This is an optimization exercise on Yosys and OpenROAD, whose aim is small area, a short achievable clock period and few clock cycles per item, not a production implementation.
In this exercise RTL edits were held to simulation tests only and were not proved equivalent to the original.
Power and IR drop assume default switching activity.

--- flow/design.v ---
module md5_tables (
  input  wire [5:0]  step,
  output wire [7:0]  msel,
  output wire [3:0]  fsel,
  output wire [3:0]  rv,
  output wire [3:0]  ru,
  output wire        cl
);
  wire [63:0] msel_t0 = 64'h0040400018988444;
  assign msel[0] = msel_t0[step];
  wire [63:0] msel_t1 = 64'h1010080800404202;
  assign msel[1] = msel_t1[step];
  wire [63:0] msel_t2 = 64'h0000202000000080;
  assign msel[2] = msel_t2[step];
  wire [63:0] msel_t3 = 64'h0888800022220000;
  assign msel[3] = msel_t3[step];
  wire [63:0] msel_t4 = 64'h0000044440001111;
  assign msel[4] = msel_t4[step];
  wire [63:0] msel_t5 = 64'h2626111101010000;
  assign msel[5] = msel_t5[step];
  wire [63:0] msel_t6 = 64'h0101008084042020;
  assign msel[6] = msel_t6[step];
  wire [63:0] msel_t7 = 64'h0000020200000808;
  assign msel[7] = msel_t7[step];
  wire [63:0] fsel_t0 = 64'h0000000000007fff;
  assign fsel[0] = fsel_t0[step];
  wire [63:0] fsel_t1 = 64'h000000007fff8000;
  assign fsel[1] = fsel_t1[step];
  wire [63:0] fsel_t2 = 64'h00007fff80000000;
  assign fsel[2] = fsel_t2[step];
  wire [63:0] fsel_t3 = 64'h7fff800000000000;
  assign fsel[3] = fsel_t3[step];
  wire [63:0] rv_t0 = 64'h00000888f7770000;
  assign rv[0] = rv_t0[step];
  wire [63:0] rv_t1 = 64'h7777000008888000;
  assign rv[1] = rv_t1[step];
  wire [63:0] rv_t2 = 64'h0888b33300004444;
  assign rv[2] = rv_t2[step];
  wire [63:0] rv_t3 = 64'h0000444400003bbb;
  assign rv[3] = rv_t3[step];
  wire [63:0] ru_t0 = 64'h0888888888888888;
  assign ru[0] = ru_t0[step];
  wire [63:0] ru_t1 = 64'h1111111111111111;
  assign ru[1] = ru_t1[step];
  wire [63:0] ru_t2 = 64'h2222222222222222;
  assign ru[2] = ru_t2[step];
  wire [63:0] ru_t3 = 64'h4444444444444444;
  assign ru[3] = ru_t3[step];
  wire [63:0] cl_t0 = 64'h8000000000000000;
  assign cl = cl_t0[step];
endmodule
module md5_add (
  input  wire [31:0] a,
  input  wire [31:0] b,
  output wire [31:0] s
);
  wire [31:0] p = a ^ b;
  wire [31:0] gg = a & b;
  wire g1 = gg[1] | (p[1] & gg[0]);
  wire p1 = p[1] & p[0];
  wire g2 = gg[3] | (p[3] & gg[2]);
  wire p2 = p[3] & p[2];
  wire g3 = gg[5] | (p[5] & gg[4]);
  wire p3 = p[5] & p[4];
  wire g4 = gg[7] | (p[7] & gg[6]);
  wire p4 = p[7] & p[6];
  wire g5 = gg[9] | (p[9] & gg[8]);
  wire p5 = p[9] & p[8];
  wire g6 = gg[11] | (p[11] & gg[10]);
  wire p6 = p[11] & p[10];
  wire g7 = gg[13] | (p[13] & gg[12]);
  wire p7 = p[13] & p[12];
  wire g8 = gg[15] | (p[15] & gg[14]);
  wire p8 = p[15] & p[14];
  wire g9 = gg[17] | (p[17] & gg[16]);
  wire p9 = p[17] & p[16];
  wire g10 = gg[19] | (p[19] & gg[18]);
  wire p10 = p[19] & p[18];
  wire g11 = gg[21] | (p[21] & gg[20]);
  wire p11 = p[21] & p[20];
  wire g12 = gg[23] | (p[23] & gg[22]);
  wire p12 = p[23] & p[22];
  wire g13 = gg[25] | (p[25] & gg[24]);
  wire p13 = p[25] & p[24];
  wire g14 = gg[27] | (p[27] & gg[26]);
  wire p14 = p[27] & p[26];
  wire g15 = gg[29] | (p[29] & gg[28]);
  wire p15 = p[29] & p[28];
  wire g16 = gg[31] | (p[31] & gg[30]);
  wire p16 = p[31] & p[30];
  wire g17 = gg[2] | (p[2] & g1);
  wire p17 = p[2] & p1;
  wire g18 = g2 | (p2 & g1);
  wire p18 = p2 & p1;
  wire g19 = gg[6] | (p[6] & g3);
  wire p19 = p[6] & p3;
  wire g20 = g4 | (p4 & g3);
  wire p20 = p4 & p3;
  wire g21 = gg[10] | (p[10] & g5);
  wire p21 = p[10] & p5;
  wire g22 = g6 | (p6 & g5);
  wire p22 = p6 & p5;
  wire g23 = gg[14] | (p[14] & g7);
  wire p23 = p[14] & p7;
  wire g24 = g8 | (p8 & g7);
  wire p24 = p8 & p7;
  wire g25 = gg[18] | (p[18] & g9);
  wire p25 = p[18] & p9;
  wire g26 = g10 | (p10 & g9);
  wire p26 = p10 & p9;
  wire g27 = gg[22] | (p[22] & g11);
  wire p27 = p[22] & p11;
  wire g28 = g12 | (p12 & g11);
  wire p28 = p12 & p11;
  wire g29 = gg[26] | (p[26] & g13);
  wire p29 = p[26] & p13;
  wire g30 = g14 | (p14 & g13);
  wire p30 = p14 & p13;
  wire g31 = gg[30] | (p[30] & g15);
  wire p31 = p[30] & p15;
  wire g32 = g16 | (p16 & g15);
  wire p32 = p16 & p15;
  wire g33 = gg[4] | (p[4] & g18);
  wire p33 = p[4] & p18;
  wire g34 = g3 | (p3 & g18);
  wire p34 = p3 & p18;
  wire g35 = g19 | (p19 & g18);
  wire p35 = p19 & p18;
  wire g36 = g20 | (p20 & g18);
  wire p36 = p20 & p18;
  wire g37 = gg[12] | (p[12] & g22);
  wire p37 = p[12] & p22;
  wire g38 = g7 | (p7 & g22);
  wire p38 = p7 & p22;
  wire g39 = g23 | (p23 & g22);
  wire p39 = p23 & p22;
  wire g40 = g24 | (p24 & g22);
  wire p40 = p24 & p22;
  wire g41 = gg[20] | (p[20] & g26);
  wire p41 = p[20] & p26;
  wire g42 = g11 | (p11 & g26);
  wire p42 = p11 & p26;
  wire g43 = g27 | (p27 & g26);
  wire p43 = p27 & p26;
  wire g44 = g28 | (p28 & g26);
  wire p44 = p28 & p26;
  wire g45 = gg[28] | (p[28] & g30);
  wire p45 = p[28] & p30;
  wire g46 = g15 | (p15 & g30);
  wire p46 = p15 & p30;
  wire g47 = g31 | (p31 & g30);
  wire p47 = p31 & p30;
  wire g48 = g32 | (p32 & g30);
  wire p48 = p32 & p30;
  wire g49 = gg[8] | (p[8] & g36);
  wire p49 = p[8] & p36;
  wire g50 = g5 | (p5 & g36);
  wire p50 = p5 & p36;
  wire g51 = g21 | (p21 & g36);
  wire p51 = p21 & p36;
  wire g52 = g22 | (p22 & g36);
  wire p52 = p22 & p36;
  wire g53 = g37 | (p37 & g36);
  wire p53 = p37 & p36;
  wire g54 = g38 | (p38 & g36);
  wire p54 = p38 & p36;
  wire g55 = g39 | (p39 & g36);
  wire p55 = p39 & p36;
  wire g56 = g40 | (p40 & g36);
  wire p56 = p40 & p36;
  wire g57 = gg[24] | (p[24] & g44);
  wire p57 = p[24] & p44;
  wire g58 = g13 | (p13 & g44);
  wire p58 = p13 & p44;
  wire g59 = g29 | (p29 & g44);
  wire p59 = p29 & p44;
  wire g60 = g30 | (p30 & g44);
  wire p60 = p30 & p44;
  wire g61 = g45 | (p45 & g44);
  wire p61 = p45 & p44;
  wire g62 = g46 | (p46 & g44);
  wire p62 = p46 & p44;
  wire g63 = g47 | (p47 & g44);
  wire p63 = p47 & p44;
  wire g64 = g48 | (p48 & g44);
  wire p64 = p48 & p44;
  wire g65 = gg[16] | (p[16] & g56);
  wire p65 = p[16] & p56;
  wire g66 = g9 | (p9 & g56);
  wire p66 = p9 & p56;
  wire g67 = g25 | (p25 & g56);
  wire p67 = p25 & p56;
  wire g68 = g26 | (p26 & g56);
  wire p68 = p26 & p56;
  wire g69 = g41 | (p41 & g56);
  wire p69 = p41 & p56;
  wire g70 = g42 | (p42 & g56);
  wire p70 = p42 & p56;
  wire g71 = g43 | (p43 & g56);
  wire p71 = p43 & p56;
  wire g72 = g44 | (p44 & g56);
  wire p72 = p44 & p56;
  wire g73 = g57 | (p57 & g56);
  wire p73 = p57 & p56;
  wire g74 = g58 | (p58 & g56);
  wire p74 = p58 & p56;
  wire g75 = g59 | (p59 & g56);
  wire p75 = p59 & p56;
  wire g76 = g60 | (p60 & g56);
  wire p76 = p60 & p56;
  wire g77 = g61 | (p61 & g56);
  wire p77 = p61 & p56;
  wire g78 = g62 | (p62 & g56);
  wire p78 = p62 & p56;
  wire g79 = g63 | (p63 & g56);
  wire p79 = p63 & p56;
  wire g80 = g64 | (p64 & g56);
  wire p80 = p64 & p56;
  assign s = p ^ {g79, g78, g77, g76, g75, g74, g73, g72, g71, g70, g69, g68, g67, g66, g65, g56, g55, g54, g53, g52, g51, g50, g49, g36, g35, g34, g33, g18, g17, g1, gg[0], 1'b0};
endmodule
module md5_addbk (
  input  wire [31:0] a,
  input  wire [31:0] b,
  output wire [31:0] s
);
  wire [31:0] p = a ^ b;
  wire [31:0] gg = a & b;
  wire g1 = gg[1] | (p[1] & gg[0]);
  wire p1 = p[1] & p[0];
  wire g2 = gg[3] | (p[3] & gg[2]);
  wire p2 = p[3] & p[2];
  wire g3 = gg[5] | (p[5] & gg[4]);
  wire p3 = p[5] & p[4];
  wire g4 = gg[7] | (p[7] & gg[6]);
  wire p4 = p[7] & p[6];
  wire g5 = gg[9] | (p[9] & gg[8]);
  wire p5 = p[9] & p[8];
  wire g6 = gg[11] | (p[11] & gg[10]);
  wire p6 = p[11] & p[10];
  wire g7 = gg[13] | (p[13] & gg[12]);
  wire p7 = p[13] & p[12];
  wire g8 = gg[15] | (p[15] & gg[14]);
  wire p8 = p[15] & p[14];
  wire g9 = gg[17] | (p[17] & gg[16]);
  wire p9 = p[17] & p[16];
  wire g10 = gg[19] | (p[19] & gg[18]);
  wire p10 = p[19] & p[18];
  wire g11 = gg[21] | (p[21] & gg[20]);
  wire p11 = p[21] & p[20];
  wire g12 = gg[23] | (p[23] & gg[22]);
  wire p12 = p[23] & p[22];
  wire g13 = gg[25] | (p[25] & gg[24]);
  wire p13 = p[25] & p[24];
  wire g14 = gg[27] | (p[27] & gg[26]);
  wire p14 = p[27] & p[26];
  wire g15 = gg[29] | (p[29] & gg[28]);
  wire p15 = p[29] & p[28];
  wire g16 = gg[31] | (p[31] & gg[30]);
  wire p16 = p[31] & p[30];
  wire g17 = g2 | (p2 & g1);
  wire p17 = p2 & p1;
  wire g18 = g4 | (p4 & g3);
  wire p18 = p4 & p3;
  wire g19 = g6 | (p6 & g5);
  wire p19 = p6 & p5;
  wire g20 = g8 | (p8 & g7);
  wire p20 = p8 & p7;
  wire g21 = g10 | (p10 & g9);
  wire p21 = p10 & p9;
  wire g22 = g12 | (p12 & g11);
  wire p22 = p12 & p11;
  wire g23 = g14 | (p14 & g13);
  wire p23 = p14 & p13;
  wire g24 = g16 | (p16 & g15);
  wire p24 = p16 & p15;
  wire g25 = g18 | (p18 & g17);
  wire p25 = p18 & p17;
  wire g26 = g20 | (p20 & g19);
  wire p26 = p20 & p19;
  wire g27 = g22 | (p22 & g21);
  wire p27 = p22 & p21;
  wire g28 = g24 | (p24 & g23);
  wire p28 = p24 & p23;
  wire g29 = g26 | (p26 & g25);
  wire p29 = p26 & p25;
  wire g30 = g28 | (p28 & g27);
  wire p30 = p28 & p27;
  wire g31 = g30 | (p30 & g29);
  wire p31 = p30 & p29;
  wire g32 = g27 | (p27 & g29);
  wire p32 = p27 & p29;
  wire g33 = g19 | (p19 & g25);
  wire p33 = p19 & p25;
  wire g34 = g21 | (p21 & g29);
  wire p34 = p21 & p29;
  wire g35 = g23 | (p23 & g32);
  wire p35 = p23 & p32;
  wire g36 = g3 | (p3 & g17);
  wire p36 = p3 & p17;
  wire g37 = g5 | (p5 & g25);
  wire p37 = p5 & p25;
  wire g38 = g7 | (p7 & g33);
  wire p38 = p7 & p33;
  wire g39 = g9 | (p9 & g29);
  wire p39 = p9 & p29;
  wire g40 = g11 | (p11 & g34);
  wire p40 = p11 & p34;
  wire g41 = g13 | (p13 & g32);
  wire p41 = p13 & p32;
  wire g42 = g15 | (p15 & g35);
  wire p42 = p15 & p35;
  wire g43 = gg[2] | (p[2] & g1);
  wire p43 = p[2] & p1;
  wire g44 = gg[4] | (p[4] & g17);
  wire p44 = p[4] & p17;
  wire g45 = gg[6] | (p[6] & g36);
  wire p45 = p[6] & p36;
  wire g46 = gg[8] | (p[8] & g25);
  wire p46 = p[8] & p25;
  wire g47 = gg[10] | (p[10] & g37);
  wire p47 = p[10] & p37;
  wire g48 = gg[12] | (p[12] & g33);
  wire p48 = p[12] & p33;
  wire g49 = gg[14] | (p[14] & g38);
  wire p49 = p[14] & p38;
  wire g50 = gg[16] | (p[16] & g29);
  wire p50 = p[16] & p29;
  wire g51 = gg[18] | (p[18] & g39);
  wire p51 = p[18] & p39;
  wire g52 = gg[20] | (p[20] & g34);
  wire p52 = p[20] & p34;
  wire g53 = gg[22] | (p[22] & g40);
  wire p53 = p[22] & p40;
  wire g54 = gg[24] | (p[24] & g32);
  wire p54 = p[24] & p32;
  wire g55 = gg[26] | (p[26] & g41);
  wire p55 = p[26] & p41;
  wire g56 = gg[28] | (p[28] & g35);
  wire p56 = p[28] & p35;
  wire g57 = gg[30] | (p[30] & g42);
  wire p57 = p[30] & p42;
  assign s = p ^ {g57, g42, g56, g35, g55, g41, g54, g32, g53, g40, g52, g34, g51, g39, g50, g29, g49, g38, g48, g33, g47, g37, g46, g25, g45, g36, g44, g17, g43, g1, gg[0], 1'b0};
endmodule
module md5_ktab (
  input  wire [5:0]  step,
  output wire [31:0] k
);
  wire [63:0] t0 = 64'h7a77af08971d29b5;
  assign k[0] = t0[step];
  wire [63:0] t1 = 64'h944d80c161ca5e9f;
  assign k[1] = t1[step];
  wire [63:0] t2 = 64'h8951eb4607c41286;
  assign k[2] = t2[step];
  wire [63:0] t3 = 64'h1052148a3a2612cf;
  assign k[3] = t3[step];
  wire [63:0] t4 = 64'hb93a94a0188d0b51;
  assign k[4] = t4[step];
  wire [63:0] t5 = 64'h9a933cb90a42678e;
  assign k[5] = t5[step];
  wire [63:0] t6 = 64'h80f478f45aedc043;
  assign k[6] = t6[step];
  wire [63:0] t7 = 64'h36ad99c8bbf21bc7;
  assign k[7] = t7[step];
  wire [63:0] t8 = 64'h63258a994de2dfa4;
  assign k[8] = t8[step];
  wire [63:0] t9 = 64'h7dc1e0dc98b3939e;
  assign k[9] = t9[step];
  wire [63:0] t10 = 64'h84f8b2e8a3da42be;
  assign k[10] = t10[step];
  wire [63:0] t11 = 64'h046c9a7e65612146;
  assign k[11] = t11[step];
  wire [63:0] t12 = 64'hbe74bf62c22d8fe1;
  assign k[12] = t12[step];
  wire [63:0] t13 = 64'h4cd3d1e7cc30c881;
  assign k[13] = t13[step];
  wire [63:0] t14 = 64'hbdfcb45da4731b9b;
  assign k[14] = t14[step];
  wire [63:0] t15 = 64'h389a8c2c8c7282ea;
  assign k[15] = t15[step];
  wire [63:0] t16 = 64'h551649f39df4110a;
  assign k[16] = t16[step];
  wire [63:0] t17 = 64'hbc16997c7ea74128;
  assign k[17] = t17[step];
  wire [63:0] t18 = 64'h70b9252f198f63ae;
  assign k[18] = t18[step];
  wire [63:0] t19 = 64'h0adceb7d7a055b06;
  assign k[19] = t19[step];
  wire [63:0] t20 = 64'h9c070c7dc3a37f16;
  assign k[20] = t20[step];
  wire [63:0] t21 = 64'h88d0f1b6fcd63117;
  assign k[21] = t21[step];
  wire [63:0] t22 = 64'h54140d0adf6993a4;
  assign k[22] = t22[step];
  wire [63:0] t23 = 64'h30733fff4d722d4a;
  assign k[23] = t23[step];
  wire [63:0] t24 = 64'h6d7d940bf6e22fee;
  assign k[24] = t24[step];
  wire [63:0] t25 = 64'h77d998b8d0ad5588;
  assign k[25] = t25[step];
  wire [63:0] t26 = 64'h4efe7b37fb25592d;
  assign k[26] = t26[step];
  wire [63:0] t27 = 64'h3adb14eb6c122ff0;
  assign k[27] = t27[step];
  wire [63:0] t28 = 64'h8c92553249144924;
  assign k[28] = t28[step];
  wire [63:0] t29 = 64'h7dd748f75d635d75;
  assign k[29] = t29[step];
  wire [63:0] t30 = 64'h66d6ed9b5bb6ed6e;
  assign k[30] = t30[step];
  wire [63:0] t31 = 64'h2dbb6db6edb6dbb6;
  assign k[31] = t31[step];
endmodule
module MD5_custom_SIMD_instruction (clk, reset,
	in_v, rd, vrd1, vrd2,
		in_data, in_vdata1, in_vdata2,
	out_v, out_rd, out_vrd1, out_vrd2,
		out_data, out_vdata1, out_vdata2);
	input clk, reset;
	input in_v;
	input [4:0] rd;
	input [2:0] vrd1, vrd2;
	input [32-1:0] in_data;
	input [256-1:0] in_vdata1, in_vdata2;
	output out_v;
	output [4:0] out_rd;
	output [2:0] out_vrd1, out_vrd2;
	output [32-1:0] out_data;
	output [256-1:0] out_vdata1, out_vdata2;
	wire [511:0] min = {in_vdata2, in_vdata1};
	reg        busy, fin, outv, first;
	reg [5:0]  cnt;
	reg [4:0]  t_rd;
	reg [2:0]  t_vrd1, t_vrd2;
	reg [31:0] b, c, d, t;
	reg [31:0] ring [0:15];
	reg [7:0]  mr;
	reg [3:0]  fs;     
	reg [3:0]  fs2;    
	reg [31:0] kr;     
	reg [3:0]  rv;
	reg [3:0]  ru;
	reg        cl;
	reg        run;    
	wire       last = busy & (cnt == 6'd63);
	wire [31:0] kadd;
	wire [7:0]  msel;
	wire [3:0]  fsel, rvn;
	wire [3:0]  run_;
	wire        cln;
	md5_tables tab (.step(cnt), .msel(msel), .fsel(fsel), .rv(rvn), .ru(run_), .cl(cln));
	wire        pol = ~cnt[0] & ~fin;
	wire [31:0] mword = {32{pol}} ^ (
		({32{mr[0]}} & ring[0]) |
		({32{mr[1]}} & ring[1]) |
		({32{mr[2]}} & ring[2]) |
		({32{mr[3]}} & ring[3]) |
		({32{mr[4]}} & ring[5]) |
		({32{mr[5]}} & ring[8]) |
		({32{mr[6]}} & ring[9]) |
		({32{mr[7]}} & ring[10]));
	wire [5:0]  nstep = cnt + 6'd1;
	wire [1:0]  nround = nstep[5:4];
	wire [31:0] kt;
	md5_ktab ktab (.step(cnt), .k(kt));
	wire [31:0] ts = d ^ kr ^ mword;
	wire [31:0] tc = (d & kr) | (d & mword) | (kr & mword);
	wire [31:0] tsum;
	md5_addbk addt (.a(ts), .b({tc[30:0], 1'b0}), .s(tsum));
	wire [31:0] cxd = c ^ d;
	wire [31:0] fs32a = {{16{fs2[0]}}, {16{fs[0]}}};
	wire [31:0] fs32b = {{16{fs2[1]}}, {16{fs[1]}}};
	wire [31:0] fs32c = {{16{fs2[2]}}, {16{fs[2]}}};
	wire [31:0] fs32d = {{16{fs2[3]}}, {16{fs[3]}}};
	wire [31:0] f1 = ({32{first}} & 32'hd76aa477) | (fs32a & c) | (fs32b & (c | d)) | (fs32c & ~cxd) | (fs32d & ~c);
	wire [31:0] f0 = ({32{first}} & 32'hd76aa477) | (fs32a & d) | (fs32b & (c & ~d)) | (fs32c & cxd) | (fs32d & ~cxd);
	wire [31:0] f = (b & f1) | (~b & f0);
	wire [31:0] x;
	md5_add addx (.a(f), .b(t), .s(x));
	wire [31:0] z =
		({32{rv[0]}} & x) |
		({32{rv[1]}} & {x[30:0], x[31:31]}) |
		({32{rv[2]}} & {x[29:0], x[31:30]}) |
		({32{rv[3]}} & {x[28:0], x[31:29]});
	wire [31:0] y =
		({32{ru[0]}} & {z[27:0], z[31:28]}) |
		({32{ru[1]}} & {z[22:0], z[31:23]}) |
		({32{ru[2]}} & {z[17:0], z[31:18]}) |
		({32{ru[3]}} & {z[11:0], z[31:12]}) |
		({32{cl}} & 32'hefcdab89);
	wire [31:0] bn;
	md5_add addb (.a(b & {32{run}}), .b(y), .s(bn));
	wire [31:0] dn;
	md5_addbk addd (.a(c), .b({32{fin}} & 32'h98badcfe), .s(dn));
	integer j;
	always @(posedge clk) begin
		if (reset) begin
			run <= 1'b0;
			busy <= 1'b0;
			fin <= 1'b0;
			outv <= 1'b0;
		end else begin
			run <= busy | in_v;
			busy <= busy ? ~last : in_v;
			fin <= last;
			outv <= fin;
		end
		first <= ~run;
		cnt <= busy ? cnt + 6'd1 : 6'd0;
		mr <= busy ? msel : 8'd4;
		fs <= busy ? fsel : 4'd0;
		rv <= reset ? 4'd0 : busy ? rvn : in_v ? 4'd8 : 4'd0;
		ru <= reset ? 4'd0 : busy ? run_ : in_v ? 4'd1 : 4'd0;
		cl <= reset | (busy ? cln : ~in_v);
		fs2 <= (busy & (cnt != 6'd63)) ? (4'd1 << nround) : 4'd0;
		kr <= busy ? kt : 32'he8c7b756;
		b <= bn;
		if (run) begin
			c <= fin ? t : b;    
			d <= dn;
			t <= tsum;
			for (j = 0; j < 16; j = j + 1) ring[(j+1)%16] <= ~ring[j];
		end else begin
			c <= 32'h98badcfe; d <= 32'h10325476;
			t <= min[31:0];
			t_rd <= rd; t_vrd1 <= vrd1; t_vrd2 <= vrd2;
			ring[1] <= ~min[31:0];
			ring[2] <= ~min[63:32];
			ring[4] <= ~min[95:64];
			ring[15] <= ~min[127:96];
			ring[13] <= ~min[159:128];
			ring[6] <= ~min[191:160];
			ring[0] <= ~min[223:192];
			ring[3] <= ~min[255:224];
			ring[9] <= ~min[287:256];
			ring[10] <= ~min[319:288];
			ring[12] <= ~min[351:320];
			ring[7] <= ~min[383:352];
			ring[5] <= ~min[415:384];
			ring[14] <= ~min[447:416];
			ring[8] <= ~min[479:448];
			ring[11] <= ~min[511:480];
		end
	end
	assign out_v = outv;
	assign out_rd = t_rd;
	assign out_vrd1 = t_vrd1;
	assign out_vrd2 = t_vrd2;
	assign out_data = 32'd0;
	assign out_vdata2 = {256{1'b0}};
	assign out_vdata1 = {128'd0, t, d, b, c};
endmodule
--- flow/flow/run.sh ---
#!/bin/bash
# ORFS layout (the standard.sh) with: the full-adder and half-adder cells kept out of
# synthesis and layout (the platform's don't-use list plus fa/ha), a tighter setup-repair
# target, free resizing, and minimum-size port buffers.
set -euo pipefail
DU="sky130_fd_sc_hd__probe_p_8 sky130_fd_sc_hd__probec_p_8 sky130_fd_sc_hd__lpflow_bleeder_1 sky130_fd_sc_hd__lpflow_clkbufkapwr_1 sky130_fd_sc_hd__lpflow_clkbufkapwr_16 sky130_fd_sc_hd__lpflow_clkbufkapwr_2 sky130_fd_sc_hd__lpflow_clkbufkapwr_4 sky130_fd_sc_hd__lpflow_clkbufkapwr_8 sky130_fd_sc_hd__lpflow_clkinvkapwr_1 sky130_fd_sc_hd__lpflow_clkinvkapwr_16 sky130_fd_sc_hd__lpflow_clkinvkapwr_2 sky130_fd_sc_hd__lpflow_clkinvkapwr_4 sky130_fd_sc_hd__lpflow_clkinvkapwr_8 sky130_fd_sc_hd__lpflow_decapkapwr_12 sky130_fd_sc_hd__lpflow_decapkapwr_3 sky130_fd_sc_hd__lpflow_decapkapwr_4 sky130_fd_sc_hd__lpflow_decapkapwr_6 sky130_fd_sc_hd__lpflow_decapkapwr_8 sky130_fd_sc_hd__lpflow_inputiso0n_1 sky130_fd_sc_hd__lpflow_inputiso0p_1 sky130_fd_sc_hd__lpflow_inputiso1n_1 sky130_fd_sc_hd__lpflow_inputiso1p_1 sky130_fd_sc_hd__lpflow_inputisolatch_1 sky130_fd_sc_hd__lpflow_isobufsrc_1 sky130_fd_sc_hd__lpflow_isobufsrc_16 sky130_fd_sc_hd__lpflow_isobufsrc_2 sky130_fd_sc_hd__lpflow_isobufsrc_4 sky130_fd_sc_hd__lpflow_isobufsrc_8 sky130_fd_sc_hd__lpflow_isobufsrckapwr_16 sky130_fd_sc_hd__lpflow_lsbuf_lh_hl_isowell_tap_1 sky130_fd_sc_hd__lpflow_lsbuf_lh_hl_isowell_tap_2 sky130_fd_sc_hd__lpflow_lsbuf_lh_hl_isowell_tap_4 sky130_fd_sc_hd__lpflow_lsbuf_lh_isowell_4 sky130_fd_sc_hd__lpflow_lsbuf_lh_isowell_tap_1 sky130_fd_sc_hd__lpflow_lsbuf_lh_isowell_tap_2 sky130_fd_sc_hd__lpflow_lsbuf_lh_isowell_tap_4 sky130_fd_sc_hd__fa_1 sky130_fd_sc_hd__fa_2 sky130_fd_sc_hd__fa_4 sky130_fd_sc_hd__ha_1 sky130_fd_sc_hd__ha_2 sky130_fd_sc_hd__ha_4"
bash standard.sh "DONT_USE_CELLS=$DU" SETUP_SLACK_MARGIN=9 MATCH_CELL_FOOTPRINT=0 SKIP_GATE_CLONING=1 SKIP_REPAIR_TIE_FANOUT=1 "BUFFER_PORTS_ARGS=-buffer_cell sky130_fd_sc_hd__buf_1" finish > standard.log 2>&1
--- flow/standard.sh ---
#!/bin/bash
# synth_recipe.tcl (not shown) runs the flow's synth.tcl, then flattens the netlist and writes it again
# the make line also repeats each setting of config.mk as NAME=value (left out here)
make -C /OpenROAD-flow-scripts/flow DESIGN_CONFIG=/design/flow/config.mk WORK_HOME=/design/flow/orfs CLKGATE_MAP_FILE= SYNTH_SCRIPT=/design/flow/synth_recipe.tcl "${@:-finish}"
--- flow/config.mk ---
export PLATFORM = sky130hd
export DESIGN_NAME = MD5_custom_SIMD_instruction
export DESIGN_NICKNAME = MD5_custom_SIMD_instruction
export VERILOG_FILES = /design/flow/design.v
export SDC_FILE = /design/flow/constraint.sdc
export NUM_CORES = 8
export LEC_CHECK = 0
export ABC_AREA = 1
export CAP_MARGIN = 20
export CORE_AREA = 5 5 375 375
export CTS_CLUSTER_DIAMETER = 80
export CTS_CLUSTER_SIZE = 28
export DIE_AREA = 0 0 380 380
export GPL_TIMING_DRIVEN = 0
export SLEW_MARGIN = 20
export TNS_END_PERCENT = 0
--- flow/constraint.sdc ---
create_clock -name core_clock -period 12.0 [get_ports {clk}]
set_input_delay 2.4000 -clock core_clock [delete_from_list [all_inputs] [get_ports {clk}]]
set_output_delay 2.4000 -clock core_clock [all_outputs]
set_load 0.01 [all_outputs]
==> results.yml, run 1 <==
status:
  result_of_the_run: "timing/DRC/antenna clean"
floorplan:
  initial_util_pct: 29.0
  coreArea_sq_um: 136000
  die_width_um: 380
  floorplan.die.height_um: 380
  die_area_sq_um: 144000
  num_io_pins: 1114
  rows: 135
logic_synthesis:
  synth-async-reset-ratio_pct: 0
  mappedNetlistArea_sq_um: 39400
  synth_largest_type_area_fraction_pct: 36.0
  ys.flop_type: "sky130_fd_sc_hd__dfxtp_1"
  ys_seq_area_share_pct: 36.8
  synthesis.instances: 5290
  netlist-cell-type-count: 69
  postSynthNetCount: 5848
  synth-seq-cells: 719
  ys.warnings.count: 2
  post-synth-top-area-cell: "sky130_fd_sc_hd__dfxtp_1"
  avgSynthCellArea_sq_um: 7.45
  cells_taking_the_most_area_after_synthesis: "sky130_fd_sc_hd__dfxtp_1, sky130_fd_sc_hd__nand2_1, sky130_fd_sc_hd__mux2i_1, sky130_fd_sc_hd__buf_4, sky130_fd_sc_hd__nand3_1"
  synth-edff-count: 11
drt:
  detail-route-antenna-nets: 0
  drtIter0Drc: 4136
  route.detailed.wl_per_inst_um: 26.2
  drt-pass1-iter-count: 8
  aggregate_routed_wire_length_um: 206000
  via_count: 40200
  via_per_inst: 5.11
  drc_violation_count_after_routing: 0
critical_path:
  cpMaxStageDelayCell: "sky130_fd_sc_hd__mux2i_1"
  start_kind: "register"
  crit_path_frequent_cell: "sky130_fd_sc_hd__clkbuf_1"
  crit_path_start: "run$_SDFF_PP0_"
  crit_fanout: 10
  critical_path_cell_list: "clkbuf_1 > clkbuf_1 > clkbuf_1 > clkbuf_2 > clkbuf_1 > clkbuf_4 > mux2i_1"
  crit_path_end_kind: "register"
  cp_slowest_stage_delay_ns: 0.70
  reg2reg_from: "run$_SDFF_PP0_"
  timing.critical_path.arrival_ns: 4.75
  worst_ep_required_time_ns: 12.51
  rrSetupSlack_ns: 7.76
  worst-setup-path-type: "register to register"
cells_and_area:
  final_net_count: 6599
  drive_above_1_share_pct: 15.0
  layout_utilization_pct: 34.4
  layout-area-overhead-vs-synth_pct: 18.7
  layout.cells.most_common: "sky130_fd_sc_hd__nand2_1"
  mostFrequentLayoutCells: "sky130_fd_sc_hd__nand2_1, sky130_fd_sc_hd__buf_1, sky130_fd_sc_hd__dfxtp_1, sky130_fd_sc_hd__buf_4, sky130_fd_sc_hd__inv_1"
power:
  cellInternalPower_uw: 4370
  power.leakage_uw: 0.0214
  power.density_nw_per_um2: 161
  clock_network_fraction_of_design_power_pct: 23.6
  swShare_pct: 42.1
  peakVddDrop_mv: 0.125
  power_frac_seq_pct: 40.7
  p_sw_uw: 3170
  power.share.combinational_pct: 35.7
global_route:
  grt_antenna_before_repair: 36
  grt_pass1_wl_um: 281000
  largest_net_degree_at_the_start_of_global_routing: 417
  grt_util_all_layers_pct: 26.8
  gr-total-overflow: 0
  first_global_vias: 37300
sta:
  fmax_mhz: 236
  report.final.setup_viol: 0
  maxSlewViolCount: 0
  fin_worst_skew_ns: 0.0512
  worst_slew_margin_rel_pct: 19.4
  final_worst_path_period_need_ns: 4.24
  report.final.hold_viol_count: 0
  final_min_period_over_clock_period_pct: 35.4
  fin_tns_setup_ns: 0
  rsz_0062_raised_after_global_routing: "yes"
  worstMarginPinSlew_ns: 1.21
clock_network:
  path_clk_slew_ns: 0.11
  cts_htree_levels: 2
  clock-root-buffer: "sky130_fd_sc_hd__clkbuf_16"
  clock_latency_ns: 0.68
  cts.sink_count: 719
  cts_hold_buf: 0
  cts_buffers: 44
  cts_tree: "done"
  max-clock-path-buffers: 3
hold_path:
  worst_hold_path_type: "register to register"
  min-delay-start: "ring[7][1]$_DFF_P_"
flow_run:
  max_cap_violations: 0
place:
  place.gp.congestion: 1.03
  place.port_buffers: 665
  dp.final_hpwl_um: 170000
## cells in the mapped netlist (all sizes together), types with 5 or more instances
cell type / count
xnor2: 37
edfxtp: 11
a21o: 6
nand3: 356
o211ai: 39
nor3: 33
xor2: 95
nand3b: 9
o2111ai: 25
a31oi: 10
a21oi: 216
o21a: 7
a22oi: 6
nand2: 1230
or2: 27
o221ai: 15
o21bai: 30
o22ai: 14
a221oi: 29
buf: 503
nand4: 57
a21boi: 15
clkinv: 7
a211oi: 11
o21ai: 299
inv: 486
a32oi: 5
dfxtp: 708
a32o: 5
clkbuf: 131
o31ai: 6
nor2: 411
mux2i: 420
## worst max-delay path, delay by kind of cell, from the launching register on
kind,cells,cell delay [ns]
buffers and inverters,6,2.96
multiplexers,1,0.70
flip-flops,1,0.38
## repair_timing
action	4_1_cts	5_1_grt
gates resized for setup	235	63
cloned	0	0
pin swaps	22	23
endpoints found under the setup margin	809	813
setup buffers	28	10
## through the flow
stage	hold WS [ns]	cells	area, sq um	setup slack, ns	total power, uW
6_report	0.397	7872	46800	7.76	7540
5_1_grt	0.414	7866	46800	7.48	7920
2_1_floorplan	0.391	5290	39400	8.59	4620
3_3_place_gp	0.393	7736	44200	6.79	5600
4_1_cts	0.399	7838	46400	7.87	7460
3_5_place_dp	0.398	7738	44200	6.68	5630
## cell families (layout without fill, tap and decap cells)
logic type	after synthesis	in the layout	synth area share, %
buffers and inverters	1127	1904	15.1
muxes	420	420	10.7
xor gates and xnor gates	132	132	2.97
other	1	25	0.00951
DFF	719	719	36.8
AOI/OAI and AO/OA	758	758	11.5
and+or+nand+nor	2133	2133	22.9
## state kept, by name (all words and copies together), names as in the netlist, 3 cells and up
signal,flops
kr,32
t_rd,5
t_vrd2,3
t,32
t_vrd1,3
mr,8
fs2,4
ring,512
ru,4
b,32
fs,4
c,32
cnt,6
d,32
rv,4
## power groups by stage
stage	clock (uW)	sequential (uW)	combinational, uW
6_report	1780	3070	2690
5_1_grt	1880	3090	2940
4_1_cts	1800	3060	2600
3_5_place_dp	0	3110	2520
3_3_place_gp	0	3110	2490
2_1_floorplan	0	2930	1690
## per-layer routing
| layer | track usage (%) | wire, um | vias up |
|---|---|---|---|
| met2 | 43.3 | 92500 | 2308 |
| met5 | 0 | 97 | - |
| li1 | - | - | 18400 |
| met4 | 11.8 | 10300 | 14 |
| met3 | 6.92 | 20400 | 416 |
| met1 | 33.6 | 83000 | 19000 |
## worst paths after layout
path,endpoint,cells past startpoint
worst max register to register,ring[12][30]$_DFF_P_,7
worst min register to register,ring[8][1]$_DFF_P_,1
worst max-delay path,ring[12][30]$_DFF_P_,7
worst min-delay path,ring[8][1]$_DFF_P_,1
## final cells by class
class                           instances  area [sq um]
Antenna cell                           24          60.1
Timing Repair Buffer                  705          2830
Clock buffer                           48          1170
Multi-Input combinational cell       3444         19400
Buffer                                634          4260
Fill cell                           14500         89000
Tap cell                             1781          2230
Clock inverter                         24           373
Sequential cell                       719         14600
Inverter                              493          1870
Testbench counts, summed over its fixed seeds: cycles 105,600, hashes 1,600.
==> run 2, diff against run 1 <==
--- a/flow/config.mk
+++ b/flow/config.mk
@@ -11,6 +11,5 @@
 export CTS_CLUSTER_DIAMETER = 80
 export CTS_CLUSTER_SIZE = 28
 export DIE_AREA = 0 0 380 380
-export GPL_TIMING_DRIVEN = 0
 export SLEW_MARGIN = 20
 export TNS_END_PERCENT = 0
==> results.yml, run 2 <==
global_route:
  gr-total-overflow: 0
  grt_antenna_before_repair: 25
  grt_util_all_layers_pct: 22.8
  grt_pass1_wl_um: 244000
  largest_net_degree_at_the_start_of_global_routing: 417
  first_global_vias: 34100
drt:
  aggregate_routed_wire_length_um: 174000
  via_count: 36200
  drc_violation_count_after_routing: 0
  drt-pass1-iter-count: 5
  route.detailed.wl_per_inst_um: 24.0
  drtIter0Drc: 3159
  detail-route-antenna-nets: 0
  via_per_inst: 4.98
hold_path:
  holdPathEnd: "ring[15][5]$_DFF_P_"
  min-delay-start: "ring[14][5]$_DFF_P_"
  worst_hold_path_type: "register to register"
  timing.hold.worst_path_depth: 1
logic_synthesis:
  synth_common_cells: "sky130_fd_sc_hd__nand2_1, sky130_fd_sc_hd__dfxtp_1, sky130_fd_sc_hd__inv_1"
  combinational_family_with_the_most_area_after_synthesis: "simple AND/OR/NAND/NOR gates"
  synth_compound_area_share_pct: 11.5
  synth-seq-cells: 719
  ys.warnings.count: 2
  synthesis.instances: 5290
  synth.most_common_cell: "sky130_fd_sc_hd__nand2_1"
  netlist-cell-type-count: 69
  ys_seq_area_share_pct: 36.8
  mappedNetlistArea_sq_um: 39400
  cells_taking_the_most_area_after_synthesis: "sky130_fd_sc_hd__dfxtp_1, sky130_fd_sc_hd__nand2_1, sky130_fd_sc_hd__mux2i_1, sky130_fd_sc_hd__buf_4, sky130_fd_sc_hd__nand3_1"
  postSynthNetCount: 5848
  avgSynthCellArea_sq_um: 7.45
  synth_fa_ha_area_share_pct: 0
  multiplexer_fraction_of_the_synthesized_cell_area_pct: 10.7
  synth-edff-count: 11
  post-synth-top-area-cell: "sky130_fd_sc_hd__dfxtp_1"
  synth-async-reset-ratio_pct: 0
  synth_largest_type_area_fraction_pct: 36.0
  ys.flop_type: "sky130_fd_sc_hd__dfxtp_1"
  synthXorXnorAreaFrac_pct: 2.97
  synth_simple_gate_area_share_pct: 22.9
sta:
  report.final.setup_viol: 0
  final_min_period_over_clock_period_pct: 35.0
  worstMarginPinSlew_ns: 1.11
  fin_tns_setup_ns: 0
  report.final.hold_viol_count: 0
  maxSlewViolCount: 0
  fmax_mhz: 238
  fin_worst_skew_ns: 0.0570
  rsz_0062_raised_after_global_routing: "yes"
  fin_worst_hold_slack_ns: 0.384
  worst_slew_margin_rel_pct: 25.8
  final_worst_path_period_need_ns: 4.20
cells_and_area:
  layout-area-overhead-vs-synth_pct: 9.30
  layout.cells.most_common: "sky130_fd_sc_hd__nand2_1"
  nFillCells: 14700
  drive_above_1_share_pct: 7.66
  mostFrequentLayoutCells: "sky130_fd_sc_hd__nand2_1, sky130_fd_sc_hd__buf_1, sky130_fd_sc_hd__dfxtp_1, sky130_fd_sc_hd__inv_1, sky130_fd_sc_hd__mux2i_1"
  largest_register_ff_count: 512
  final_net_count: 6010
  regMostFlops: "ring"
critical_path:
  cp_slowest_stage_delay_ns: 0.34
  crit_path_frequent_cell: "sky130_fd_sc_hd__nand2_1"
  rrSetupSlack_ns: 7.80
  start_kind: "register"
  worst-setup-path-type: "register to register"
  crit_path_end_kind: "register"
  crit_path_start: "mr[2]$_SDFF_PN1_"
  crit_fanout: 22
  worst_ep_required_time_ns: 12.51
  depth_of_the_worst_register_to_register_path: 27
  reg2reg_from: "mr[2]$_SDFF_PN1_"
  r2r_end: "t[30]$_DFF_P_"
  cpMaxStageDelayCell: "sky130_fd_sc_hd__dfxtp_1"
  timing.critical_path.arrival_ns: 4.70
clock_network:
  path_clk_slew_ns: 0.11
  clock_latency_ns: 0.69
  clock-root-buffer: "sky130_fd_sc_hd__clkbuf_16"
  cts.sink_count: 719
  max-clock-path-buffers: 3
  cts_htree_levels: 2
  cts_buffers: 46
  cts_hold_buf: 0
  cts_tree: "done"
power:
  clock_network_fraction_of_design_power_pct: 25.7
  p_sw_uw: 3050
  power.density_nw_per_um2: 171
  power.leakage_uw: 0.0188
  peakVddDrop_mv: 0.113
  power_frac_seq_pct: 41.6
  swShare_pct: 41.4
  power.share.combinational_pct: 32.7
  cellInternalPower_uw: 4310
floorplan:
  initial_util_pct: 29.0
  die_area_sq_um: 144000
  coreArea_sq_um: 136000
  floorplan.die.height_um: 380
  die_width_um: 380
  rows: 135
  num_io_pins: 1114
place:
  place.gp.congestion: 0.957
  dp.final_hpwl_um: 138000
  place.port_buffers: 665
flow_run:
  max_cap_violations: 0
status:
  result_of_the_run: "timing/DRC/antenna clean"
## run 2: cell types whose count changed in the layout (fill, tap and decap cells not counted), moves of 5 or more
cell / before / now
sky130_fd_sc_hd__diode_2: 24 / 15
sky130_fd_sc_hd__buf_1: 688 / 663
sky130_fd_sc_hd__clkbuf_1: 94 / 4
sky130_fd_sc_hd__buf_2: 14 / 0
sky130_fd_sc_hd__dfxtp_4: 13 / 18
sky130_fd_sc_hd__nand3_2: 34 / 17
sky130_fd_sc_hd__nand2_1: 1169 / 1180
sky130_fd_sc_hd__nand2_2: 53 / 40
sky130_fd_sc_hd__dfxtp_1: 662 / 655
sky130_fd_sc_hd__buf_4: 472 / 59
sky130_fd_sc_hd__buf_12: 3 / 10
sky130_fd_sc_hd__clkbuf_2: 42 / 2
sky130_fd_sc_hd__clkbuf_4: 16 / 0
sky130_fd_sc_hd__nand3_1: 321 / 339
## run 2: critical path: cells and delay by family (launching register included)
| kind | cells | cell delay, ns |
|---|---|---|
| buf+inv | 3 | 0.57 |
| flops | 1 | 0.34 |
| compound gates | 4 | 0.59 |
| simple gates | 19 | 2.19 |
| xor+xnor | 1 | 0.26 |
## run 2: routing by layer
metal  vias up  global-route usage [%]  routed length, um
li1      17300                       -                  -
met1     17200                    29.6              73900
met2      1502                    38.1              80900
met3       241                    4.46              13500
met4        10                    7.46               6070
met5         -                       0                 58
## run 2: repair_timing
action / 4_1_cts / 5_1_grt
gates resized for setup: 124 / 59
pin swaps: 15 / 11
buffers inserted: 28 / 8
setup endpoints to repair: 257 / 269
## run 2: cells by family after synthesis
kind of cell / Yosys count
flops: 719
compound gates: 758
simple gates: 2133
xor+xnor: 132
buf+inv: 1127
other cells: 1
mux: 420
## run 2: power by group through the flow
stage               sequential [uW]  combinational [uW]  clock (uW)
floorplan                      2930                1690           0
global placement               3110                2270           0
detailed placement             3110                2300           0
CTS                            3060                2360        1930
global route                   3090                2670        2010
finish                         3060                2400        1890
## run 2: layout make-up
cell class,count,area [sq um],area share (%)
clock inverter,28,523,1.21
multi-input combinational,3444,19300,44.8
tap,1781,2230,5.17
inverter,493,1880,4.36
sequential,719,14600,33.9
timing repair buffer,748,3310,7.69
antenna,15,37.5,0.0871
clock buffer,52,1190,2.77
## run 2: how the worst max path moves through the flow
stage,end
finish,t[30]$_DFF_P_
detailed placement,t[31]$_DFF_P_
global placement,t[31]$_DFF_P_
global route,b[19]$_DFF_P_
floorplan,b[28]$_DFF_P_
CTS,b[20]$_DFF_P_
## run 2: per-stage QoR
step,power (uW),instances,worst slack (ns),util [%],instance area [sq um]
floorplan,4620,5290,8.59,-,39400
global placement,5380,7149,6.67,29.8,40400
detailed placement,5410,7149,6.65,29.8,40400
CTS,7350,7257,7.86,31.5,42800
global route,7770,7274,7.45,31.7,43100
finish,7360,7280,7.80,31.7,43100
==> run 3, diff against run 2 <==
--- a/flow/config.mk
+++ b/flow/config.mk
@@ -11,5 +11,6 @@
 export CTS_CLUSTER_DIAMETER = 80
 export CTS_CLUSTER_SIZE = 28
 export DIE_AREA = 0 0 380 380
+export PLACE_DENSITY = 0.64
 export SLEW_MARGIN = 20
 export TNS_END_PERCENT = 0
==> results.yml, run 3 <==
sta:
  final_worst_path_period_need_ns: 4.30
  rsz_0062_raised_after_global_routing: "yes"
  final_min_period_over_clock_period_pct: 35.8
  maxSlewViolCount: 0
  fin_tns_setup_ns: 0
  report.final.hold_viol_count: 0
  report.final.setup_viol: 0
  worst_slew_margin_rel_pct: 28.7
  fin_worst_skew_ns: 0.0606
  worstMarginPinSlew_ns: 1.07
  fmax_mhz: 233
cells_and_area:
  layout.cells.most_common: "sky130_fd_sc_hd__nand2_1"
  largest_register_ff_count: 512
  nFillCells: 14600
  drive_above_1_share_pct: 9.76
  regMostFlops: "ring"
  final_net_count: 6051
  mostFrequentLayoutCells: "sky130_fd_sc_hd__nand2_1, sky130_fd_sc_hd__buf_1, sky130_fd_sc_hd__dfxtp_1, sky130_fd_sc_hd__inv_1, sky130_fd_sc_hd__mux2i_1"
  layout-area-overhead-vs-synth_pct: 11.2
critical_path:
  worst_ep_required_time_ns: 12.53
  crit_path_frequent_cell: "sky130_fd_sc_hd__nand2_1"
  rrSetupSlack_ns: 7.70
  worst-setup-path-type: "register to register"
  reg2reg_from: "first$_DFF_P_"
  cp_slowest_stage_delay_ns: 0.39
  r2r_end: "b[18]$_DFF_P_"
  crit_path_end_kind: "register"
  critPathTopFamily: "simple AND/OR/NAND/NOR gates"
  crit_fanout: 12
  critical_path_buf_inv_count: 7
  cpMaxStageDelayCell: "sky130_fd_sc_hd__dfxtp_4"
  start_kind: "register"
  depth_of_the_worst_register_to_register_path: 30
  crit_path_start: "first$_DFF_P_"
  timing.critical_path.arrival_ns: 4.83
drt:
  drtIter0Drc: 3587
  drt-pass1-iter-count: 8
  route.detailed.wl_per_inst_um: 23.6
  detail-route-antenna-nets: 0
  drc_violation_count_after_routing: 0
  via_count: 36700
  via_per_inst: 5.02
  aggregate_routed_wire_length_um: 173000
flow_run:
  max_cap_violations: 0
floorplan:
  coreArea_sq_um: 136000
  num_io_pins: 1114
  floorplan.die.height_um: 380
  initial_util_pct: 29.0
  die_area_sq_um: 144000
  rows: 135
  die_width_um: 380
global_route:
  grt_antenna_before_repair: 30
  gr-total-overflow: 0
  grt_pass1_wl_um: 241000
  grt_util_all_layers_pct: 22.4
  largest_net_degree_at_the_start_of_global_routing: 417
  first_global_vias: 34400
logic_synthesis:
  synth.most_common_cell: "sky130_fd_sc_hd__nand2_1"
  ys_seq_area_share_pct: 36.8
  ys.warnings.count: 2
  synth_largest_type_area_fraction_pct: 36.0
  synth-edff-count: 11
  postSynthNetCount: 5848
  avgSynthCellArea_sq_um: 7.45
  post-synth-top-area-cell: "sky130_fd_sc_hd__dfxtp_1"
  synth-async-reset-ratio_pct: 0
  ys.flop_type: "sky130_fd_sc_hd__dfxtp_1"
  cells_taking_the_most_area_after_synthesis: "sky130_fd_sc_hd__dfxtp_1, sky130_fd_sc_hd__nand2_1, sky130_fd_sc_hd__mux2i_1, sky130_fd_sc_hd__buf_4, sky130_fd_sc_hd__nand3_1"
  synth_common_cells: "sky130_fd_sc_hd__nand2_1, sky130_fd_sc_hd__dfxtp_1, sky130_fd_sc_hd__inv_1"
  mappedNetlistArea_sq_um: 39400
  synth-seq-cells: 719
  synthesis.instances: 5290
  netlist-cell-type-count: 69
clock_network:
  max-clock-path-buffers: 3
  cts.sink_count: 719
  cts_tree: "done"
  cts_buffers: 45
  clock_latency_ns: 0.70
  clock-root-buffer: "sky130_fd_sc_hd__clkbuf_16"
  path_clk_slew_ns: 0.12
  cts_htree_levels: 2
power:
  power.leakage_uw: 0.0192
  peakVddDrop_mv: 0.133
  power.density_nw_per_um2: 170
  report.power.total_uw: 7460
hold_path:
  holdPathEnd: "ring[7][1]$_DFF_P_"
  worst_hold_path_type: "register to register"
  timing.hold.worst_path_depth: 1
  min-delay-start: "ring[6][1]$_DFF_P_"
place:
  place.port_buffers: 665
  dp.final_hpwl_um: 135000
  place.gp.congestion: 0.991
status:
  result_of_the_run: "timing/DRC/antenna clean"
## run 3: cell count changes in the layout (fill, tap and decap cells not counted), moves of 5 or more
| cell | previous run | this run |
|---|---|---|
| sky130_fd_sc_hd__a21oi_1 | 204 | 197 |
| sky130_fd_sc_hd__nand2_4 | 8 | 13 |
| sky130_fd_sc_hd__nand2_2 | 40 | 65 |
| sky130_fd_sc_hd__nand3_2 | 17 | 38 |
| sky130_fd_sc_hd__nand2_1 | 1180 | 1149 |
| sky130_fd_sc_hd__buf_4 | 59 | 94 |
| sky130_fd_sc_hd__nand3_1 | 339 | 316 |
| sky130_fd_sc_hd__nor2_4 | 5 | 12 |
| sky130_fd_sc_hd__a21oi_4 | 2 | 8 |
| sky130_fd_sc_hd__dfxtp_2 | 35 | 41 |
| sky130_fd_sc_hd__dfxtp_1 | 655 | 649 |
## run 3: stage by stage
stage               cell area [sq um]  std cells  util (%)  worst slack (ns)  hold slack, ns
global route                    43800       7314      32.3              7.48           0.402
CTS                             42800       7261      31.5              7.91           0.401
floorplan                       39400       5290         -              8.59           0.391
global placement                40500       7156      29.8              6.62           0.393
detailed placement              40500       7156      29.8              6.57           0.398
finish                          43800       7318      32.3              7.70           0.396
## run 3: cell type report
class	instances	area, sq um	area share [%]
flip-flops and latches	719	14600	33.3
well taps	1781	2230	5.08
repair buffers	790	3710	8.47
multi-input cells	3444	19700	45.0
inverters	493	1890	4.32
diodes	16	40.0	0.0913
clock buffers	48	1140	2.59
clock inverters	27	494	1.13
## run 3: cell families after synthesis
kind of cell	count (synthesis)	synth area share, %
simple gates	2133	22.9
xor+xnor	132	2.97
compound gates	758	11.5
flops	719	36.8
other cells	1	0.00951
mux	420	10.7
buf+inv	1127	15.1
## run 3: repair_timing
action	CTS	global route
setup buffers	30	41
endpoints found under the setup margin	475	501
pin swaps	18	53
hold buffers	0	0
gates resized for setup	123	190
## run 3: routing by layer
layer / GRT usage, % / part of all wire, % / vias to the layer above
li1: - / - / 17300
met3: 5.68 / 8.9 / 294
met2: 36.7 / 46 / 1657
met5: 0 / 0.043 / -
met4: 8.20 / 4.0 / 12
met1: 28.5 / 41 / 17400
## run 3: worst reg2reg max path, delay by kind of cell (launching register included)
family          cells  cell delay, ns
xor+xnor            1            0.23
compound gates      1            0.12
flops               1            0.39
buf+inv             7            1.08
simple gates       21            2.40
## run 3: worst max-delay path by stage
stage                    end  cells after the start
6_report       b[18]$_DFF_P_                     30
5_1_grt        b[24]$_DFF_P_                     35
4_1_cts        b[20]$_DFF_P_                     34
3_5_place_dp   t[31]$_DFF_P_                     30
3_3_place_gp   t[31]$_DFF_P_                     30
2_1_floorplan  b[28]$_DFF_P_                     36
## run 3: where the power goes
group,leakage (uW),switching (uW),internal (uW)
Clock,0.000783,1040,793
Sequential,0.00607,370,2690
Combinational,0.0123,1710,856
==> run 4, diff against run 3 <==
--- a/flow/config.mk
+++ b/flow/config.mk
@@ -7,10 +7,9 @@
 export LEC_CHECK = 0
 export ABC_AREA = 1
 export CAP_MARGIN = 20
-export CORE_AREA = 5 5 375 375
+export CORE_AREA = 4 4 375 375
 export CTS_CLUSTER_DIAMETER = 80
 export CTS_CLUSTER_SIZE = 28
-export DIE_AREA = 0 0 380 380
-export PLACE_DENSITY = 0.64
+export DIE_AREA = 0 0 379 379
 export SLEW_MARGIN = 20
 export TNS_END_PERCENT = 0
==> results.yml, run 4 <==
power:
  power.leakage_uw: 0.0194
  power.density_nw_per_um2: 171
  cellInternalPower_uw: 4410
  peakVddDrop_mv: 0.130
  clock_network_fraction_of_design_power_pct: 24.4
  power_frac_seq_pct: 40.1
  power.share.combinational_pct: 35.4
  swShare_pct: 42.2
  p_sw_uw: 3210
sta:
  final_worst_path_period_need_ns: 4.24
  rsz_0062_raised_after_global_routing: "yes"
  fin_worst_skew_ns: 0.0533
  fin_tns_setup_ns: 0
  worst_slew_margin_rel_pct: 23.1
  final_min_period_over_clock_period_pct: 35.4
  report.final.setup_viol: 0
  report.final.hold_viol_count: 0
  worstMarginPinSlew_ns: 1.15
  maxSlewViolCount: 0
  fmax_mhz: 236
critical_path:
  crit_path_frequent_cell: "sky130_fd_sc_hd__nand2_1"
  start_kind: "register"
  worst-setup-path-type: "register to register"
  crit_path_end_kind: "register"
  rrSetupSlack_ns: 7.76
  crit_fanout: 11
  cpMaxStageDelayCell: "sky130_fd_sc_hd__dfxtp_4"
  r2r_end: "b[30]$_DFF_P_"
  worst_ep_required_time_ns: 12.54
  depth_of_the_worst_register_to_register_path: 33
  cp_slowest_stage_delay_ns: 0.37
  timing.critical_path.arrival_ns: 4.78
  reg2reg_from: "first$_DFF_P_"
floorplan:
  coreArea_sq_um: 136000
  die_width_um: 379
  die_area_sq_um: 144000
  num_io_pins: 1114
  initial_util_pct: 29.0
  rows: 135
  floorplan.die.height_um: 379
global_route:
  gr-total-overflow: 0
  first_global_vias: 34700
  grt_antenna_before_repair: 29
  grt_util_all_layers_pct: 23.4
  grt_pass1_wl_um: 246000
  largest_net_degree_at_the_start_of_global_routing: 417
drt:
  drc_violation_count_after_routing: 0
  via_per_inst: 5.03
  aggregate_routed_wire_length_um: 177000
  route.detailed.wl_per_inst_um: 24.1
  via_count: 37000
  drt-pass1-iter-count: 6
  detail-route-antenna-nets: 0
  drtIter0Drc: 3442
hold_path:
  worst_hold_path_type: "register to register"
  holdPathEnd: "ring[14][5]$_DFF_P_"
  min-delay-start: "ring[13][5]$_DFF_P_"
  timing.hold.worst_path_depth: 1
logic_synthesis:
  postSynthNetCount: 5848
  synth-async-reset-ratio_pct: 0
  synth-seq-cells: 719
  synth.most_common_cell: "sky130_fd_sc_hd__nand2_1"
  ys_seq_area_share_pct: 36.8
  synth_largest_type_area_fraction_pct: 36.0
  netlist-cell-type-count: 69
  synth-edff-count: 11
  cells_taking_the_most_area_after_synthesis: "sky130_fd_sc_hd__dfxtp_1, sky130_fd_sc_hd__nand2_1, sky130_fd_sc_hd__mux2i_1, sky130_fd_sc_hd__buf_4, sky130_fd_sc_hd__nand3_1"
  mappedNetlistArea_sq_um: 39400
  post-synth-top-area-cell: "sky130_fd_sc_hd__dfxtp_1"
  synthesis.instances: 5290
  ys.flop_type: "sky130_fd_sc_hd__dfxtp_1"
  synth_common_cells: "sky130_fd_sc_hd__nand2_1, sky130_fd_sc_hd__dfxtp_1, sky130_fd_sc_hd__inv_1"
  avgSynthCellArea_sq_um: 7.45
  ys.warnings.count: 2
place:
  place.gp.congestion: 0.975
  placed_cells_incl_taps: 7160
  dp.final_hpwl_um: 137000
  place.port_buffers: 665
cells_and_area:
  drive_above_1_share_pct: 11.6
  layout-area-overhead-vs-synth_pct: 12.9
  final_net_count: 6091
  mostFrequentLayoutCells: "sky130_fd_sc_hd__nand2_1, sky130_fd_sc_hd__buf_1, sky130_fd_sc_hd__dfxtp_1, sky130_fd_sc_hd__inv_1, sky130_fd_sc_hd__mux2i_1"
  largest_register_ff_count: 512
  regMostFlops: "ring"
  finalNonFillerCells: 7352
  layout.cells.most_common: "sky130_fd_sc_hd__nand2_1"
clock_network:
  clock-root-buffer: "sky130_fd_sc_hd__clkbuf_16"
  clock_latency_ns: 0.69
  path_clk_slew_ns: 0.10
  cts_htree_levels: 2
  cts_tree: "done"
  max-clock-path-buffers: 3
  cts.sink_count: 719
  cts_hold_buf: 0
  cts_buffers: 46
status:
  result_of_the_run: "timing/DRC/antenna clean"
flow_run:
  max_cap_violations: 0
## run 4: cell counts after synthesis
Identical to the previous run, type by type.
## run 4: timing repair
item,CTS,global route
setup buffers,61,45
pin swaps,51,101
resized for setup,171,228
endpoints found under the setup margin,428,446
## run 4: kinds of logic after synthesis
kind of cell / synth area share (%)
other cells: 0.00951
mux: 10.7
simple gates: 22.9
xor+xnor: 2.97
flops: 36.8
buf+inv: 15.1
compound gates: 11.5
## run 4: routing by layer
layer	track usage, %	share of wire (%)	up-vias
met2	38.5	46	1679
li1	-	-	17400
met5	0	0.041	-
met4	8.20	3.7	12
met3	5.15	8.7	264
met1	30.1	42	17600
## run 4: worst max-delay path, delay by kind of cell, from the launching register on
| kind | cells | cell delay [ns] |
|---|---|---|
| AND/OR/NAND/NOR | 27 | 2.80 |
| flip-flops | 1 | 0.37 |
| AO/OA/AOI/OAI | 2 | 0.36 |
| buffers and inverters | 4 | 0.57 |
## run 4: power by group through the flow
stage                     Combinational [uW]  Sequential [uW]  Clock (uW)
after global routing                    2970             3090        1980
after CTS                               2440             3050        1900
after floorplan                         1690             2930           0
final                                   2700             3060        1860
after detailed placement                2310             3110           0
after global placement                  2280             3100           0
## run 4: final cells by class
cell class | count | area [sq um]
inverters | 493 | 1890
flip-flops and latches | 719 | 14700
repair buffers | 829 | 3990
multi-input cells | 3444 | 20000
diodes | 10 | 25.0
clock buffers | 49 | 1180
clock inverters | 27 | 515
fillers | 14600 | 91600
well taps | 1781 | 2230
## run 4: stage by stage
| stage | total power [uW] | cell area, sq um | hold WS, ns | utilization (%) | setup slack [ns] |
|---|---|---|---|---|---|
| after detailed placement | 5420 | 40500 | 0.397 | 29.8 | 6.56 |
| after floorplan | 4620 | 39400 | 0.391 | - | 8.59 |
| after global routing | 8040 | 44500 | 0.396 | 32.7 | 7.51 |
| after global placement | 5380 | 40500 | 0.393 | 29.8 | 6.56 |
| after CTS | 7400 | 43300 | 0.382 | 31.8 | 7.80 |
| final | 7620 | 44500 | 0.381 | 32.7 | 7.76 |
## run 4: worst max-delay path by stage
stage / start / endpoint / cells past startpoint
finish: first$_DFF_P_ / b[30]$_DFF_P_ / 33
global route: fs2[2]$_SDFF_PN0_ / b[26]$_DFF_P_ / 34
CTS: fs[0]$_SDFF_PP0_ / b[29]$_DFF_P_ / 36
detailed placement: mr[5]$_SDFF_PN0_ / t[30]$_DFF_P_ / 28
global placement: mr[5]$_SDFF_PN0_ / t[30]$_DFF_P_ / 28
floorplan: c[10]$_SDFF_PN1_ / b[28]$_DFF_P_ / 36
==> run 5, diff against run 4 <==
--- a/flow/config.mk
+++ b/flow/config.mk
@@ -7,9 +7,7 @@
 export LEC_CHECK = 0
 export ABC_AREA = 1
 export CAP_MARGIN = 20
-export CORE_AREA = 4 4 375 375
-export CTS_CLUSTER_DIAMETER = 80
-export CTS_CLUSTER_SIZE = 28
-export DIE_AREA = 0 0 379 379
+export CORE_AREA = 5 5 375 375
+export DIE_AREA = 0 0 380 380
 export SLEW_MARGIN = 20
 export TNS_END_PERCENT = 0
==> results.yml, run 5 <==
critical_path:
  crit_path_end_kind: "register"
  depth_of_the_worst_register_to_register_path: 26
  start_kind: "register"
  rrSetupSlack_ns: 7.82
  reg2reg_from: "mr[7]$_SDFF_PN0_"
  r2r_end: "t[30]$_DFF_P_"
  crit_fanout: 15
  worst-setup-path-type: "register to register"
  timing.critical_path.arrival_ns: 4.71
  worst_ep_required_time_ns: 12.53
logic_synthesis:
  ys_seq_area_share_pct: 36.8
  netlist-cell-type-count: 69
  ys.flop_type: "sky130_fd_sc_hd__dfxtp_1"
  synth_common_cells: "sky130_fd_sc_hd__nand2_1, sky130_fd_sc_hd__dfxtp_1, sky130_fd_sc_hd__inv_1"
  synth.most_common_cell: "sky130_fd_sc_hd__nand2_1"
  avgSynthCellArea_sq_um: 7.45
  postSynthNetCount: 5848
  ys.warnings.count: 2
  synth-seq-cells: 719
  mappedNetlistArea_sq_um: 39400
  synth_largest_type_area_fraction_pct: 36.0
  post-synth-top-area-cell: "sky130_fd_sc_hd__dfxtp_1"
  cells_taking_the_most_area_after_synthesis: "sky130_fd_sc_hd__dfxtp_1, sky130_fd_sc_hd__nand2_1, sky130_fd_sc_hd__mux2i_1, sky130_fd_sc_hd__buf_4, sky130_fd_sc_hd__nand3_1"
  synth-edff-count: 11
  synth-async-reset-ratio_pct: 0
  synthesis.instances: 5290
sta:
  final_min_period_over_clock_period_pct: 34.9
  fin_tns_setup_ns: 0
  report.final.setup_viol: 0
  rsz_0062_raised_after_global_routing: "yes"
  worst_slew_margin_rel_pct: 30.2
  fmax_mhz: 239
  maxSlewViolCount: 0
  final_worst_path_period_need_ns: 4.18
  worstMarginPinSlew_ns: 1.04
  report.final.hold_viol_count: 0
  fin_worst_skew_ns: 0.0636
  post-route-worst-setup-slack_ns: 7.82
floorplan:
  die_area_sq_um: 144000
  num_io_pins: 1114
  floorplan.die.height_um: 380
  rows: 135
  initial_util_pct: 29.0
  die_width_um: 380
  coreArea_sq_um: 136000
cells_and_area:
  layout-area-overhead-vs-synth_pct: 12.1
  mostFrequentLayoutCells: "sky130_fd_sc_hd__nand2_1, sky130_fd_sc_hd__buf_1, sky130_fd_sc_hd__dfxtp_1, sky130_fd_sc_hd__inv_1, sky130_fd_sc_hd__mux2i_1"
  drive_above_1_share_pct: 8.52
  layout.cells.most_common: "sky130_fd_sc_hd__nand2_1"
  nFillCells: 14600
  final_net_count: 6041
  regMostFlops: "ring"
  layout_utilization_pct: 32.5
  largest_register_ff_count: 512
hold_path:
  min-delay-start: "ring[7][21]$_DFF_P_"
  timing.hold.worst_path_depth: 1
  holdPathEnd: "ring[8][21]$_DFF_P_"
  worst_hold_path_type: "register to register"
global_route:
  first_global_vias: 34500
  largest_net_degree_at_the_start_of_global_routing: 417
  grt_util_all_layers_pct: 23.0
  grt_antenna_before_repair: 25
  gr-total-overflow: 0
  grt_pass1_wl_um: 245000
clock_network:
  cts_tree: "done"
  clock_latency_ns: 0.70
  max-clock-path-buffers: 3
  cts_htree_levels: 3
  clock-root-buffer: "sky130_fd_sc_hd__clkbuf_16"
  cts.sink_count: 719
  path_clk_slew_ns: 0.06
  cts_hold_buf: 0
  cts_buffers: 81
power:
  power.share.combinational_pct: 29.7
  power.density_nw_per_um2: 184
  power.leakage_uw: 0.0194
  swShare_pct: 38.6
  clock_network_fraction_of_design_power_pct: 32.5
  report.power.total_uw: 8120
  p_sw_uw: 3130
  power_frac_seq_pct: 37.8
  peakVddDrop_mv: 0.121
  cellInternalPower_uw: 4990
drt:
  via_count: 36600
  drt-pass1-iter-count: 6
  drtIter0Drc: 3371
  aggregate_routed_wire_length_um: 175000
  drc_violation_count_after_routing: 0
  detail-route-antenna-nets: 0
  route.detailed.wl_per_inst_um: 23.9
  via_per_inst: 4.97
place:
  post_placement_setup_slack_ns: 6.65
  dp.final_hpwl_um: 138000
  place.port_buffers: 665
  place.gp.congestion: 0.957
status:
  result_of_the_run: "timing/DRC/antenna clean"
flow_run:
  max_cap_violations: 0
-- run 5: power by group through the flow --
stage,sequential [uW],clock [uW],combinational [uW]
after floorplan,2930,0,1690
after global placement,3110,0,2270
after detailed placement,3110,0,2300
after CTS,3070,2690,2370
after global routing,3090,2780,2670
final,3070,2640,2410
-- run 5: what timing repair did --
action	CTS	global route
endpoints found under the hold margin	0	0
gates resized for setup	133	39
endpoints found under the setup margin	254	273
setup buffers	26	6
pin swaps	21	8
-- run 5: logic make-up after synthesis --
kind of cell | count (synthesis) | synth area share [%]
other | 1 | 0.00951
flip-flops | 719 | 36.8
XOR/XNOR | 132 | 2.97
buffers and inverters | 1127 | 15.1
AO/OA/AOI/OAI | 758 | 11.5
multiplexers | 420 | 10.7
AND/OR/NAND/NOR | 2133 | 22.9
-- run 5: cell type report --
type	count	area [sq um]	share of cell area, %
diodes	18	45.0	0.102
clock buffers	117	2400	5.44
clock inverters	33	465	1.05
inverters	493	1880	4.25
multi-input cells	3444	19300	43.7
flip-flops and latches	719	14600	33.0
well taps	1781	2230	5.04
repair buffers	744	3280	7.42
-- run 5: worst max path at each step --
| stage | startpoint | to | slack, ns | cells past startpoint |
|---|---|---|---|---|
| 4_1_cts | fs[0]$_SDFF_PP0_ | b[17]$_DFF_P_ | 7.88 | 31 |
| 6_report | mr[7]$_SDFF_PN0_ | t[30]$_DFF_P_ | 7.82 | 26 |
| 3_3_place_gp | mr[5]$_SDFF_PN0_ | t[31]$_DFF_P_ | 6.67 | 30 |
| 3_5_place_dp | mr[5]$_SDFF_PN0_ | t[31]$_DFF_P_ | 6.65 | 30 |
| 2_1_floorplan | c[10]$_SDFF_PN1_ | b[28]$_DFF_P_ | 8.59 | 36 |
| 5_1_grt | fs2[2]$_SDFF_PN0_ | b[17]$_DFF_P_ | 7.44 | 33 |
-- run 5: through the flow --
stage	instances	hold WS (ns)	instance area, sq um
after floorplan	5290	0.391	39400
after global placement	7149	0.393	40400
after detailed placement	7149	0.398	40400
after CTS	7325	0.403	44000
after global routing	7340	0.409	44200
final	7349	0.405	44200
-- run 5: layer usage --
layer / up-vias / global-route usage, % / share of wire (%)
met1: 17300 / 29.8 / 42
met2: 1662 / 38.2 / 46
met5: - / 0 / 0.025
met4: 6 / 7.59 / 3.5
met3: 237 / 4.79 / 7.9
li1: 17400 / - / -
-- run 5: critical path: stages (launching register included) --
cell	delay (ns)
sky130_fd_sc_hd__dfxtp_4	0.54
sky130_fd_sc_hd__buf_6	0.27
sky130_fd_sc_hd__clkinvlp_4	0.30
sky130_fd_sc_hd__o22ai_1	0.21
sky130_fd_sc_hd__nor2_1	0.08
sky130_fd_sc_hd__o2111ai_2	0.12
sky130_fd_sc_hd__xor2_1	0.27
sky130_fd_sc_hd__inv_1	0.07
sky130_fd_sc_hd__nand2_1	0.08
sky130_fd_sc_hd__nand3_1	0.08
sky130_fd_sc_hd__nand2_1	0.12
sky130_fd_sc_hd__o21ai_0	0.12
sky130_fd_sc_hd__nand2_1	0.09
sky130_fd_sc_hd__o211ai_1	0.11
sky130_fd_sc_hd__a21oi_1	0.24
sky130_fd_sc_hd__nand2_4	0.12
sky130_fd_sc_hd__nand2_2	0.14
sky130_fd_sc_hd__nand2_1	0.11
sky130_fd_sc_hd__nand2_1	0.11
sky130_fd_sc_hd__nand2_2	0.09
sky130_fd_sc_hd__nand2_1	0.13
sky130_fd_sc_hd__nand2_1	0.09
sky130_fd_sc_hd__nand2_1	0.06
sky130_fd_sc_hd__nand2_1	0.05
sky130_fd_sc_hd__or2_2	0.27
sky130_fd_sc_hd__nand3_1	0.06
sky130_fd_sc_hd__o21ai_0	0.09

-- static timing again, ports no longer ideal --
The results above use ideal ports. As a check the final layouts listed here were re-extracted and re-timed, cells and wires unchanged. Step 1 sets driving cells, clkbuf_16 on the clock port and buf_2 on the other inputs (assumed; they add their load-dependent delay and slew). Step 2 moves the port delays by t, midway between the first and last clock arrival at a register: inputs arrive t later, outputs are due t later. That takes back most of the time a late clock gives input paths. Three values: no drivers, after step 1, after step 2; two values: the first two.
run | t (ns) | slack for setup (ns) | worst hold slack (ns) | slew at the worst register clock pin (ns)
run 1 | 0.732 | 7.757 / 7.757 / 7.757 | 0.397 / 0.397 / 0.397 | 0.12 / 0.12
run 2 | 0.728 | 7.803 / 7.803 / 7.803 | 0.384 / 0.384 / 0.384 | 0.11 / 0.11
run 3 | 0.726 | 7.702 / 7.702 / 7.702 | 0.396 / 0.396 / 0.396 | 0.12 / 0.12
run 4 | 0.726 | 7.756 / 7.756 / 7.756 | 0.381 / 0.381 / 0.381 | 0.11 / 0.11
run 5 | 0.736 | 7.815 / 7.806 / 7.815 | 0.405 / 0.405 / 0.405 | 0.07 / 0.07
After both steps setup and hold are still met in every run listed.
